This design comes from an exercise in tuning for small area, a short achievable clock period and few clock cycles per item on the open sky130 flow, not from production work. At most, simulation tests tie the RTL to the original design; equivalence was not proved.

==> flow/design.v (excerpt) <==
module hft #(
    parameter N_SHORT = 12,
    parameter N_LONG  = 26,
    parameter N_RSI = 14
)(
    input  wire        s_aclk,
    input  wire        s_aresetn,
    input  wire        s_axis_tvalid,
    input  wire        m_axis_tready,
    input  wire        s_axis_tlast,
    input  wire [31:0] s_axis_tdata,
    output wire        s_axis_tready,
    output wire        m_axis_tvalid,
    output wire        m_axis_tlast,
    output wire [31:0] m_axis_macd_tdata,
    output wire [31:0] m_axis_rsi_tdata
);
Size in the first run: ~8800 cells after synthesis, roughly 100 I/O pins, about 110000 um2 of cells after synthesis.
export LEC_CHECK = 0
export CAP_MARGIN = 20
export CORE_MARGIN = 2
export CORE_UTILIZATION = 55
export CTS_BUF_LIST = sky130_fd_sc_hd__clkbuf_8 sky130_fd_sc_hd__clkbuf_16
export CTS_CLUSTER_DIAMETER = 80
export CTS_CLUSTER_SIZE = 30
export SETUP_SLACK_MARGIN = 4.8
export SLEW_MARGIN = 20
create_clock -name core_clock -period 8.0 [get_ports {s_aclk}]
run.sh (not shown) runs the stock make flow with config.mk's settings and CLKGATE_MAP_FILE= SYNTH_SCRIPT=/design/flow/synth_recipe.tcl, a recipe that flattens the netlist after the stock synthesis.
Change:
--- a/flow/design.v
+++ b/flow/design.v
@@ -1,55 +1,51 @@
 module hft_div #(
     parameter SW = 30
 )(
     input  wire          clk,
     input  wire          rst_n,
     input  wire          full,       
-    input  wire          full_nx,    
     input  wire          in_v,
     input  wire [31:0]   num,
     input  wire [26:0]   den,
     input  wire [SW-1:0] side_in,
     output wire          adv,        
-    output reg           rdy,        
     output wire          out_v,      
     output wire [6:0]    quotient,
     output wire [SW-1:0] side_out
 );
     reg [26:0]   r  [0:5];
     reg [26:0]   d  [0:5];
     reg [6:0]    nq [0:6];    
     reg [SW-1:0] sd [0:6];
     reg [6:0]    v;           
     reg [6:0]    p;           
     reg [2:0]    wt;          
     wire rot = (wt != 3'd0) | (v[6] & full);
     assign adv      = ~rot;
     assign out_v    = v[6] & ~rot;
     assign quotient = nq[6];
     assign side_out = sd[6];
     integer k;
     reg [26:0] ri, di;
     reg [6:0]  ni;
     reg [28:0] t;
-    wire [2:0] wt_nx = (wt != 3'd0) ? wt - 3'd1 : ((v[6] & full) ? 3'd6 : 3'd0);
     always @(posedge clk) begin
         if (!rst_n) begin
-            v   <= 0;
-            wt  <= 0;
-            rdy <= 1'b1;
-        end else begin
-            v   <= {v[5:0], rot ? v[6] : in_v};
-            wt  <= wt_nx;
-            rdy <= ~((wt_nx != 3'd0) | (v[5] & full_nx));
+            v  <= 0;
+            wt <= 0;
+        end else begin
+            v <= {v[5:0], rot ? v[6] : in_v};
+            if (wt != 3'd0)          wt <= wt - 3'd1;
+            else if (v[6] & full)    wt <= 3'd6;
         end
     end
     always @(posedge clk) begin
         p <= {p[5:0], rot};
         for (k = 0; k < 7; k = k + 1) begin
             if (k == 0) begin
                 ri = {2'b0, num[31:7]};
                 di = den;
                 ni = num[6:0];
             end else begin
                 ri = r[k-1];
                 di = d[k-1];
@@ -84,26 +80,25 @@
     output wire        s_axis_tready,
     output wire        m_axis_tvalid,
     output wire        m_axis_tlast,
     output wire [31:0] m_axis_macd_tdata,
     output wire [31:0] m_axis_rsi_tdata
 );
     integer i;
     reg        ov, kv;
     reg [27:0] o_macd, k_macd;
     reg [6:0]  o_rsi, k_rsi;
     reg        o_last, k_last;
     wire adv;                        
-    wire rdy;                        
-    assign s_axis_tready = rdy;
+    assign s_axis_tready = adv;
     reg        v0, t0;
     reg [31:0] x0;
     always @(posedge s_aclk) begin
         if (!s_aresetn) v0 <= 0;
         else if (adv)   v0 <= s_axis_tvalid;
         if (adv) begin
             x0 <= s_axis_tdata;
             t0 <= s_axis_tlast;
         end
     end
     reg [31:0] w [0:N_LONG-1];
     reg [4:0]  cnt;                  
@@ -223,38 +218,35 @@
     always @(posedge s_aclk) begin
         if (!s_aresetn) v5 <= 0;
         else if (adv)   v5 <= v4;
         if (adv) begin
             num5  <= num_full;
             den5  <= {1'b0, ag4} + {1'b0, al4};
             lz5   <= ~|al4;
             macd5 <= {1'b0, ah4} - {1'b0, bh4};
             t5    <= t4;
         end
     end
     wire        vq;
-    wire        kv_nx = ~(~ov | m_axis_tready) & (kv | vq);    
     wire [6:0]  q;
     wire [29:0] side;
     hft_div #(.SW(30)) u_div (
         .clk      (s_aclk),
         .rst_n    (s_aresetn),
         .full     (kv),
-        .full_nx  (kv_nx),
         .in_v     (v5),
         .num      (num5),
         .den      (den5),
         .side_in  ({lz5, t5, macd5}),
         .adv      (adv),
-        .rdy      (rdy),
         .out_v    (vq),
         .quotient (q),
         .side_out (side)
     );
     wire [6:0]  rsi_n  = side[29] ? 7'd100 : q;
     wire [27:0] macd_n = side[27:0];
     wire        last_n = side[28];
     wire push   = vq;
     wire o_load = ~ov | m_axis_tready;
     always @(posedge s_aclk) begin
         if (!s_aresetn) begin
             ov <= 0; kv <= 0;
Worst hold slack got worse by 24 ps.
Synthesized area went up by 1.5%.
First-iteration DRC count went up by 4.0%.
Wire length went up by 5.3%.
Synthesized cell count went up by 3.7%.
Setup slack improved by 340 ps.
Global-route usage went up by 0.82 points.
Final cell count went up by 1.4%.
Testbench counts after the change, summed over its fixed seeds: cycles 2,160, items 2,048.
No functional check of the RTL was part of the first run of this note.

* * *

JK:
The RTL this note starts from:
==> flow/design.v <==
module hft_div #(
    parameter SW = 30
)(
    input  wire          clk,
    input  wire          rst_n,
    input  wire          en,
    input  wire          in_v,
    input  wire [31:0]   num,
    input  wire [26:0]   den,
    input  wire [SW-1:0] side_in,
    output wire          out_v,
    output wire [6:0]    quotient,
    output wire [SW-1:0] side_out
);
    reg [26:0]   r  [0:6];
    reg [26:0]   d  [0:6];
    reg [6:0]    nq [0:6];    
    reg [SW-1:0] sd [0:6];
    reg [6:0]    v;
    integer k;
    reg [26:0] ri, di;
    reg [6:0]  ni;
    reg [28:0] t;
    always @(posedge clk) begin
        if (!rst_n)  v <= 0;
        else if (en) v <= {v[5:0], in_v};
    end
    always @(posedge clk) begin
        if (en) begin
            for (k = 0; k < 7; k = k + 1) begin
                if (k == 0) begin
                    ri = {2'b0, num[31:7]};
                    di = den;
                    ni = num[6:0];
                    sd[0] <= side_in;
                end else begin
                    ri = r[k-1];
                    di = d[k-1];
                    ni = nq[k-1];
                    sd[k] <= sd[k-1];
                end
                t = {1'b0, ri, ni[6]} - {2'b0, di};
                r[k]  <= t[28] ? {ri[25:0], ni[6]} : t[26:0];
                nq[k] <= {ni[5:0], ~t[28]};
                d[k]  <= di;
            end
        end
    end
    assign out_v    = v[6];
    assign quotient = nq[6];
    assign side_out = sd[6];
endmodule
module hft #(
    parameter N_SHORT = 12,
    parameter N_LONG  = 26,
    parameter N_RSI = 14
)(
    input  wire        s_aclk,
    input  wire        s_aresetn,
    input  wire        s_axis_tvalid,
    input  wire        m_axis_tready,
    input  wire        s_axis_tlast,
    input  wire [31:0] s_axis_tdata,
    output wire        s_axis_tready,
    output wire        m_axis_tvalid,
    output wire        m_axis_tlast,
    output wire [31:0] m_axis_macd_tdata,
    output wire [31:0] m_axis_rsi_tdata
);
    integer i;
    reg        ov, kv, rdy;
    reg [27:0] o_macd, k_macd;
    reg [6:0]  o_rsi, k_rsi;
    reg        o_last, k_last;
    wire adv = ~kv;
    assign s_axis_tready = rdy;      
    reg        v0, t0;
    reg [31:0] x0;
    always @(posedge s_aclk) begin
        if (!s_aresetn) v0 <= 0;
        else if (adv)   v0 <= s_axis_tvalid;
        if (adv) begin
            x0 <= s_axis_tdata;
            t0 <= s_axis_tlast;
        end
    end
    reg [31:0] w [0:N_LONG-1];
    reg [4:0]  cnt;                  
    reg        f1, f12, f14, f26;    
    reg        v1, t1, pnz1;
    reg [32:0] d1, e12, e26, so1;
    reg [32:0] sl [0:N_RSI-1];
    wire [31:0] prev  = f1  ? w[0]  : 32'd0;
    wire [31:0] old12 = f12 ? w[N_SHORT-1] : 32'd0;
    wire [31:0] old26 = f26 ? w[N_LONG-1]  : 32'd0;
    wire        go1   = adv & v0;
    wire [4:0]  cnt_n = (cnt == 5'd26) ? cnt : cnt + 5'd1;
    always @(posedge s_aclk) begin
        if (go1) begin
            w[0] <= x0;
            for (i = 1; i < N_LONG; i = i + 1) w[i] <= w[i-1];
        end
        if (adv) begin
            d1   <= {1'b0, x0} - {1'b0, prev};
            e12  <= {1'b0, x0} - {1'b0, old12};
            e26  <= {1'b0, x0} - {1'b0, old26};
            pnz1 <= |prev;
            so1  <= f14 ? (v1 ? sl[N_RSI-2] : sl[N_RSI-1]) : 33'd0;
            t1   <= t0;
        end
    end
    always @(posedge s_aclk) begin
        if (!s_aresetn) begin
            cnt <= 0; f1 <= 0; f12 <= 0; f14 <= 0; f26 <= 0; v1 <= 0;
        end else begin
            if (adv) v1 <= v0;
            if (go1) begin
                cnt <= cnt_n;
                f1  <= 1'b1;
                f12 <= cnt_n >= 5'd12;
                f14 <= cnt_n >= 5'd14;
                f26 <= cnt_n >= 5'd26;
            end
        end
    end
    reg [35:0] s12;
    reg [36:0] s26;
    reg        v2, t2, pnz2;
    reg [32:0] gd2, ld2;
    wire        go2  = adv & v1;
    wire [32:0] g_new = d1[32]  ? 33'd0 : {1'b0, d1[31:0]};
    wire [32:0] g_old = so1[32] ? 33'd0 : {1'b0, so1[31:0]};
    wire [32:0] m_new = d1[32]  ? d1  : 33'd0;    
    wire [32:0] m_old = so1[32] ? so1 : 33'd0;
    always @(posedge s_aclk) begin
        if (go2) begin
            sl[0] <= pnz1 ? d1 : so1;
            for (i = 1; i < N_RSI; i = i + 1) sl[i] <= sl[i-1];
        end
        if (adv) begin
            gd2 <= g_new - g_old;       
            pnz2 <= pnz1;
            ld2 <= m_old - m_new;       
            t2  <= t1;
        end
    end
    always @(posedge s_aclk) begin
        if (!s_aresetn) begin
            s12 <= 0; s26 <= 0; v2 <= 0;
        end else begin
            if (adv) v2 <= v1;
            if (go2) begin
                s12 <= s12 + {{3{e12[32]}}, e12};
                s26 <= s26 + {{4{e26[32]}}, e26};
            end
        end
    end
    reg [35:0] gs, ls;
    reg [36:0] p3, q3;
    reg        v3, t3;
    wire       go3 = adv & v2 & pnz2;
    always @(posedge s_aclk) begin
        if (!s_aresetn) begin
            gs <= 0; ls <= 0; v3 <= 0;
        end else begin
            if (adv) v3 <= v2;
            if (go3) begin
                gs <= gs + {{3{gd2[32]}}, gd2};
                ls <= ls + {{3{ld2[32]}}, ld2};
            end
        end
        if (adv) begin
            p3 <= {1'b0, s12} + ({1'b0, s12} << 2);
            q3 <= s26 + (s26 << 1);
            t3 <= t2;
        end
    end
    reg        v4, t4;
    reg [25:0] ag4, al4;
    reg [26:0] ah4, bh4;
    wire [35:0] ag_full = (gs << 6) + (gs << 3) + gs;    
    wire [35:0] al_full = (ls << 6) + (ls << 3) + ls;
    wire [36:0] a_full  = p3 + (p3 << 4);                
    wire [36:0] b_full  = q3 + (q3 << 2) + (q3 << 3);    
    always @(posedge s_aclk) begin
        if (!s_aresetn) v4 <= 0;
        else if (adv)   v4 <= v3;
        if (adv) begin
            ag4 <= ag_full[35:10];
            al4 <= al_full[35:10];
            ah4 <= a_full[36:10];
            bh4 <= b_full[36:10];
            t4  <= t3;
        end
    end
    reg        v5, t5, lz5;
    reg [31:0] num5;
    reg [26:0] den5;
    reg [27:0] macd5;
    wire [31:0] ag4w = {6'd0, ag4};
    wire [31:0] num_full = (ag4w << 6) + (ag4w << 5) + (ag4w << 2);
    always @(posedge s_aclk) begin
        if (!s_aresetn) v5 <= 0;
        else if (adv)   v5 <= v4;
        if (adv) begin
            num5  <= num_full;
            den5  <= {1'b0, ag4} + {1'b0, al4};
            lz5   <= ~|al4;
            macd5 <= {1'b0, ah4} - {1'b0, bh4};
            t5    <= t4;
        end
    end
    wire        vq;
    wire [6:0]  q;
    wire [29:0] side;
    hft_div #(.SW(30)) u_div (
        .clk      (s_aclk),
        .rst_n    (s_aresetn),
        .en       (adv),
        .in_v     (v5),
        .num      (num5),
        .den      (den5),
        .side_in  ({lz5, t5, macd5}),
        .out_v    (vq),
        .quotient (q),
        .side_out (side)
    );
    wire [6:0]  rsi_n  = side[29] ? 7'd100 : q;
    wire [27:0] macd_n = side[27:0];
    wire        last_n = side[28];
    wire push   = adv & vq;
    wire o_load = ~ov | m_axis_tready;
    always @(posedge s_aclk) begin
        if (!s_aresetn) begin
            ov <= 0; kv <= 0; rdy <= 1'b1;
        end else begin
            if (o_load) begin
                ov  <= kv | push;
                kv  <= 1'b0;
                rdy <= 1'b1;
            end else if (push) begin
                kv  <= 1'b1;
                rdy <= 1'b0;
            end
        end
        if (o_load) begin
            o_macd <= kv ? k_macd : macd_n;
            o_rsi  <= kv ? k_rsi  : rsi_n;
            o_last <= kv ? k_last : last_n;
        end
        if (adv) begin
            k_macd <= macd_n;
            k_rsi  <= rsi_n;
            k_last <= last_n;
        end
    end
    assign m_axis_tvalid     = ov;
    assign m_axis_tlast      = o_last;
    assign m_axis_macd_tdata = {{4{o_macd[27]}}, o_macd};
    assign m_axis_rsi_tdata  = {25'd0, o_rsi};
endmodule
Settings: LEC_CHECK=0, CAP_MARGIN=20, CORE_MARGIN=2, CORE_UTILIZATION=55, SETUP_SLACK_MARGIN=4.8, SLEW_MARGIN=20; clock period 8.0 ns.
The following lists how MS was set up differently from JK:
==> flow/design.v, changed modules only <==
module hft_div #(
    parameter SW = 30
)(
    input  wire          clk,
    input  wire          rst_n,
    input  wire          en,
    input  wire          in_v,
    input  wire [31:0]   num,
    input  wire [26:0]   den,
    input  wire [SW-1:0] side_in,
    output wire          out_v,
    output wire [6:0]    quotient,
    output wire [SW-1:0] side_out
);
    reg [27:0]   r  [0:6];    
    reg [26:0]   d  [0:6];
    reg [6:0]    nq [0:6];    
    reg [SW-1:0] sd [0:6];
    reg [6:0]    v;
    integer k;
    reg [27:0] ri;
    reg [26:0] di;
    reg [6:0]  ni;
    reg [28:0] t;
    always @(posedge clk) begin
        if (!rst_n)  v <= 0;
        else if (en) v <= {v[5:0], in_v};
    end
    always @(posedge clk) begin
        if (en) begin
            for (k = 0; k < 7; k = k + 1) begin
                if (k == 0) begin
                    ri = {3'b0, num[31:7]};
                    di = den;
                    ni = num[6:0];
                    sd[0] <= side_in;
                end else begin
                    ri = r[k-1];
                    di = d[k-1];
                    ni = nq[k-1];
                    sd[k] <= sd[k-1];
                end
                if (ri[27]) t = {ri, ni[6]} + {2'b0, di};
                else        t = {ri, ni[6]} - {2'b0, di};
                r[k]  <= t[27:0];
                nq[k] <= {ni[5:0], ~t[28]};
                d[k]  <= di;
            end
        end
    end
    assign out_v    = v[6];
    assign quotient = nq[6];
    assign side_out = sd[6];
endmodule
Notes after the runs:
- Against JK as the reference, MS delivers a higher wire length per cell after detailed routing.
- Re cell count along the critical path: MS is 3 up on JK.
- Max maximum fanout along the worst path across JK and MS: JK
- Taking MS over JK, the fmax ratio works out to 0.906.
- MS completed end to end with timing, DRC and antenna clean.
- Footprint of the multi-input gates | MS above JK
- Delta (MS minus JK): width of the die increased by about 0.56% relative to the old numbers; hold slack decreased by 46 ps relative to the old numbers; least setup slack across all paths after layout decreased by 400 ps relative to the old numbers.
- Relative to JK, post-synthesis to final-layout area growth decreased by 1.1 points in MS.
- Against JK, die span in y in MS rose slightly.
No functional check of the RTL was part of any run of this note.

* * *

lane 3:
Another version of the RTL of hft (not shown whole).
Size in the first run: ~8,300 cells after synthesis, ~2,500 flip-flops.
==> module hft, before the edit <==
module hft #(
    parameter N_SHORT = 12,
    parameter N_LONG  = 26,
    parameter N_RSI = 14
)(
    input  wire        s_aclk,
    input  wire        s_aresetn,
    input  wire        s_axis_tvalid,
    input  wire        m_axis_tready,
    input  wire        s_axis_tlast,
    input  wire [31:0] s_axis_tdata,
    output wire        s_axis_tready,
    output wire        m_axis_tvalid,
    output wire        m_axis_tlast,
    output wire [31:0] m_axis_macd_tdata,
    output wire [31:0] m_axis_rsi_tdata
);
    integer i;
    reg        ov, kv, rdy;
    reg [27:0] o_macd, k_macd;
    reg [6:0]  o_rsi, k_rsi;
    reg        o_last, k_last;
    wire adv = ~kv;
    assign s_axis_tready = rdy;      
    reg clr;
    always @(posedge s_aclk) clr <= ~s_aresetn;
    reg        v0, t0;
    reg [31:0] x0;
    always @(posedge s_aclk) begin
        if (!s_aresetn) v0 <= 0;
        else if (adv)   v0 <= s_axis_tvalid;
        if (adv) begin
            x0 <= s_axis_tdata;
            t0 <= s_axis_tlast;
        end
    end
    reg [31:0] w [0:N_LONG-1];
    reg [32:0] sl [0:N_RSI-1];
    reg [4:0]  cnt;                  
    reg        f1, f12, f14, f26;    
    reg        v1, t1, pnz1;
    reg [32:0] d1, so1;
    reg [35:0] s12;
    reg [36:0] s26;
    wire [31:0] prev  = f1  ? w[0]  : 32'd0;
    wire        go1   = adv & v0;
    wire        ac1   = rdy & v0;
    wire [31:0] in1   = ac1 ? x0 : 32'd0;
    wire [31:0] old12 = (ac1 & f12) ? w[N_SHORT-1] : 32'd0;
    wire [31:0] old26 = (ac1 & f26) ? w[N_LONG-1]  : 32'd0;
    wire [4:0]  cnt_n = (cnt == 5'd26) ? cnt : cnt + 5'd1;
    always @(posedge s_aclk) begin
        if (go1) begin
            w[0] <= x0;
            for (i = 1; i < N_LONG; i = i + 1) w[i] <= w[i-1];
        end
        if (adv) begin
            d1   <= {1'b0, x0} - {1'b0, prev};
            pnz1 <= |prev;
            so1  <= f14 ? (v1 ? sl[N_RSI-2] : sl[N_RSI-1]) : 33'd0;
            t1   <= t0;
        end
        s12 <= (clr ? 36'd0 : s12) + {4'd0, in1} - {4'd0, old12};
        s26 <= (clr ? 37'd0 : s26) + {5'd0, in1} - {5'd0, old26};
    end
    always @(posedge s_aclk) begin
        if (!s_aresetn) begin
            cnt <= 0; f1 <= 0; f12 <= 0; f14 <= 0; f26 <= 0; v1 <= 0;
        end else begin
            if (adv) v1 <= v0;
            if (go1) begin
                cnt <= cnt_n;
                f1  <= 1'b1;
                f12 <= cnt_n >= 5'd12;
                f14 <= cnt_n >= 5'd14;
                f26 <= cnt_n >= 5'd26;
            end
        end
    end
    reg [35:0] gs, ls;
    reg [36:0] p2, q2;
    reg        v2, t2;
    wire        go2   = adv & v1;
    wire        wr2   = rdy & v1 & pnz1;    
    wire [31:0] g_new = (wr2 & ~d1[32])  ? d1[31:0]  : 32'd0;
    wire [31:0] g_old = (wr2 & ~so1[32]) ? so1[31:0] : 32'd0;
    wire [32:0] m_new = (wr2 & d1[32])   ? d1  : 33'd0;    
    wire [32:0] m_old = (wr2 & so1[32])  ? so1 : 33'd0;
    always @(posedge s_aclk) begin
        if (go2) begin
            sl[0] <= pnz1 ? d1 : so1;
            for (i = 1; i < N_RSI; i = i + 1) sl[i] <= sl[i-1];
        end
        if (adv) begin
            p2 <= {1'b0, s12} + ({1'b0, s12} << 2);
            q2 <= s26 + (s26 << 1);
            t2 <= t1;
        end
        gs <= (clr ? 36'd0 : gs) + {4'd0, g_new} - {4'd0, g_old};
        ls <= (clr ? 36'd0 : ls) - {{3{m_new[32]}}, m_new} + {{3{m_old[32]}}, m_old};
    end
    always @(posedge s_aclk) begin
        if (!s_aresetn) v2 <= 0;
        else if (adv)   v2 <= v1;
    end
    reg        v3, t3;
    reg [25:0] ag3, al3;
    reg [26:0] ah3, bh3;
    wire [35:0] ag_full = (gs << 6) + (gs << 3) + gs;    
    wire [35:0] al_full = (ls << 6) + (ls << 3) + ls;
    wire [36:0] a_full  = p2 + (p2 << 4);                
    wire [36:0] b_full  = q2 + (q2 << 2) + (q2 << 3);    
    always @(posedge s_aclk) begin
        if (!s_aresetn) v3 <= 0;
        else if (adv)   v3 <= v2;
        if (adv) begin
            ag3 <= ag_full[35:10];
            al3 <= al_full[35:10];
            ah3 <= a_full[36:10];
            bh3 <= b_full[36:10];
            t3  <= t2;
        end
    end
    reg        v4, t4, lz4;
    reg [31:0] num4;
    reg [26:0] den4;
    reg [27:0] macd4;
    wire [31:0] ag3w = {6'd0, ag3};
    wire [31:0] num_full = (ag3w << 6) + (ag3w << 5) + (ag3w << 2);
    always @(posedge s_aclk) begin
        if (!s_aresetn) v4 <= 0;
        else if (adv)   v4 <= v3;
        if (adv) begin
            num4  <= num_full;
            den4  <= {1'b0, ag3} + {1'b0, al3};
            lz4   <= ~|al3;
            macd4 <= {1'b0, ah3} - {1'b0, bh3};
            t4    <= t3;
        end
    end
    wire        vq;
    wire [6:0]  q;
    wire [29:0] side;
    hft_div #(.SW(30)) u_div (
        .clk      (s_aclk),
        .rst_n    (s_aresetn),
        .en       (adv),
        .in_v     (v4),
        .num      (num4),
        .den      (den4),
        .side_in  ({lz4, t4, macd4}),
        .out_v    (vq),
        .quotient (q),
        .side_out (side)
    );
    wire [6:0]  rsi_n  = side[29] ? 7'd100 : q;
    wire [27:0] macd_n = side[27:0];
    wire        last_n = side[28];
    wire push   = adv & vq;
    wire o_load = ~ov | m_axis_tready;
    always @(posedge s_aclk) begin
        if (!s_aresetn) begin
            ov <= 0; kv <= 0; rdy <= 1'b1;
        end else begin
            if (o_load) begin
                ov  <= kv | push;
                kv  <= 1'b0;
                rdy <= 1'b1;
            end else if (push) begin
                kv  <= 1'b1;
                rdy <= 1'b0;
            end
        end
        if (o_load) begin
            o_macd <= kv ? k_macd : macd_n;
            o_rsi  <= kv ? k_rsi  : rsi_n;
            o_last <= kv ? k_last : last_n;
        end
        if (adv) begin
            k_macd <= macd_n;
            k_rsi  <= rsi_n;
            k_last <= last_n;
        end
    end
    assign m_axis_tvalid     = ov;
    assign m_axis_tlast      = o_last;
    assign m_axis_macd_tdata = {{4{o_macd[27]}}, o_macd};
    assign m_axis_rsi_tdata  = {25'd0, o_rsi};
endmodule
==> flow/config.mk <==
export PLATFORM = sky130hd
export DESIGN_NAME = hft
export DESIGN_NICKNAME = hft
export VERILOG_FILES = /design/flow/design.v
export SDC_FILE = /design/flow/constraint.sdc
export NUM_CORES = 4
export LEC_CHECK = 0
export CAP_MARGIN = 20
export CORE_MARGIN = 2
export CORE_UTILIZATION = 55
export SETUP_SLACK_MARGIN = 4.8
export SLEW_MARGIN = 20
==> flow/constraint.sdc <==
create_clock -name core_clock -period 8.0 [get_ports {s_aclk}]
set_input_delay 1.6000 -clock core_clock [delete_from_list [all_inputs] [get_ports {s_aclk}]]
set_output_delay 1.6000 -clock core_clock [all_outputs]
set_load 0.01 [all_outputs]
What lane 4 does differently from lane 3 at the input level:
diff --git a/flow/design.v b/flow/design.v
--- a/flow/design.v
+++ b/flow/design.v
@@ -99,8 +99,7 @@
     wire [31:0] prev  = f1  ? w[0]  : 32'd0;
     wire        go1   = adv & v0;
-    wire        ac1   = rdy & v0;
-    wire [31:0] in1   = ac1 ? x0 : 32'd0;
-    wire [31:0] old12 = (ac1 & f12) ? w[N_SHORT-1] : 32'd0;
-    wire [31:0] old26 = (ac1 & f26) ? w[N_LONG-1]  : 32'd0;
+    wire [31:0] in1   = go1 ? x0 : 32'd0;
+    wire [31:0] old12 = (go1 & f12) ? w[N_SHORT-1] : 32'd0;
+    wire [31:0] old26 = (go1 & f26) ? w[N_LONG-1]  : 32'd0;
     wire [4:0]  cnt_n = (cnt == 5'd26) ? cnt : cnt + 5'd1;
     always @(posedge s_aclk) begin
@@ -136,5 +135,5 @@
     reg        v2, t2;
     wire        go2   = adv & v1;
-    wire        wr2   = rdy & v1 & pnz1;    
+    wire        wr2   = go2 & pnz1;           
     wire [31:0] g_new = (wr2 & ~d1[32])  ? d1[31:0]  : 32'd0;
     wire [31:0] g_old = (wr2 & ~so1[32]) ? so1[31:0] : 32'd0;
### Flow results
Number of standard-cell rows in the floorplan: lane 4 lower than lane 3. The maximum clock frequency of lane 4 is higher than that of lane 3. Lane 4: final cell count 139 below lane 3. Lane 4 against lane 3: final cell area excluding filler cells decreased 890 um^2; number of ordinary inverters in the final layout higher; final worst clock skew decreased 0.0062 ns; final hold violation count was more or less identical. Against lane 3 as the reference, lane 4 delivers a lower non-clock buffer count.
No functional check of the RTL was part of any run of this note.

==> separate check: timing with driven ports <==
No port has a modelled driver above. Below, the same layouts with a new extraction and two added sets of constraints.
Step 1 sets driving cells, clkbuf_16 on the clock port and buf_2 on the other inputs (assumed; they add their load-dependent delay and slew).
Step 2 adds t to the input delays and takes it off the output delays; t is the mean of the earliest and latest rising clock arrival at the registers after step 1. Input paths then give back, and output paths get back, about the clock's delay inside the block.
Slacks: no drivers / after step 1 / after step 2; pairs: no drivers / after step 1.
run | t (ns) | setup WS [ns] | slew at the worst register clock pin (ns)
the first run of note 1 | 0.910 | 4.126 / 4.126 / 4.040 | 0.11 / 0.11
the second run of note 1 | 0.914 | 4.471 / 4.379 / 4.060 | 0.11 / 0.11
JK | 0.982 | 4.188 / 4.188 / 4.188 | 0.07 / 0.07
MS | 0.996 | 3.792 / 3.792 / 3.792 | 0.07 / 0.07
lane 3 | 0.983 | 3.844 / 3.844 / 3.844 | 0.07 / 0.07
lane 4 | 0.978 | 3.886 / 3.886 / 3.886 | 0.07 / 0.07
After both steps every run listed still meets setup and hold. The setup slack of the second run of note 1, which loses most, moves by -0.092 ns with the drivers and by -0.411 ns with both steps.
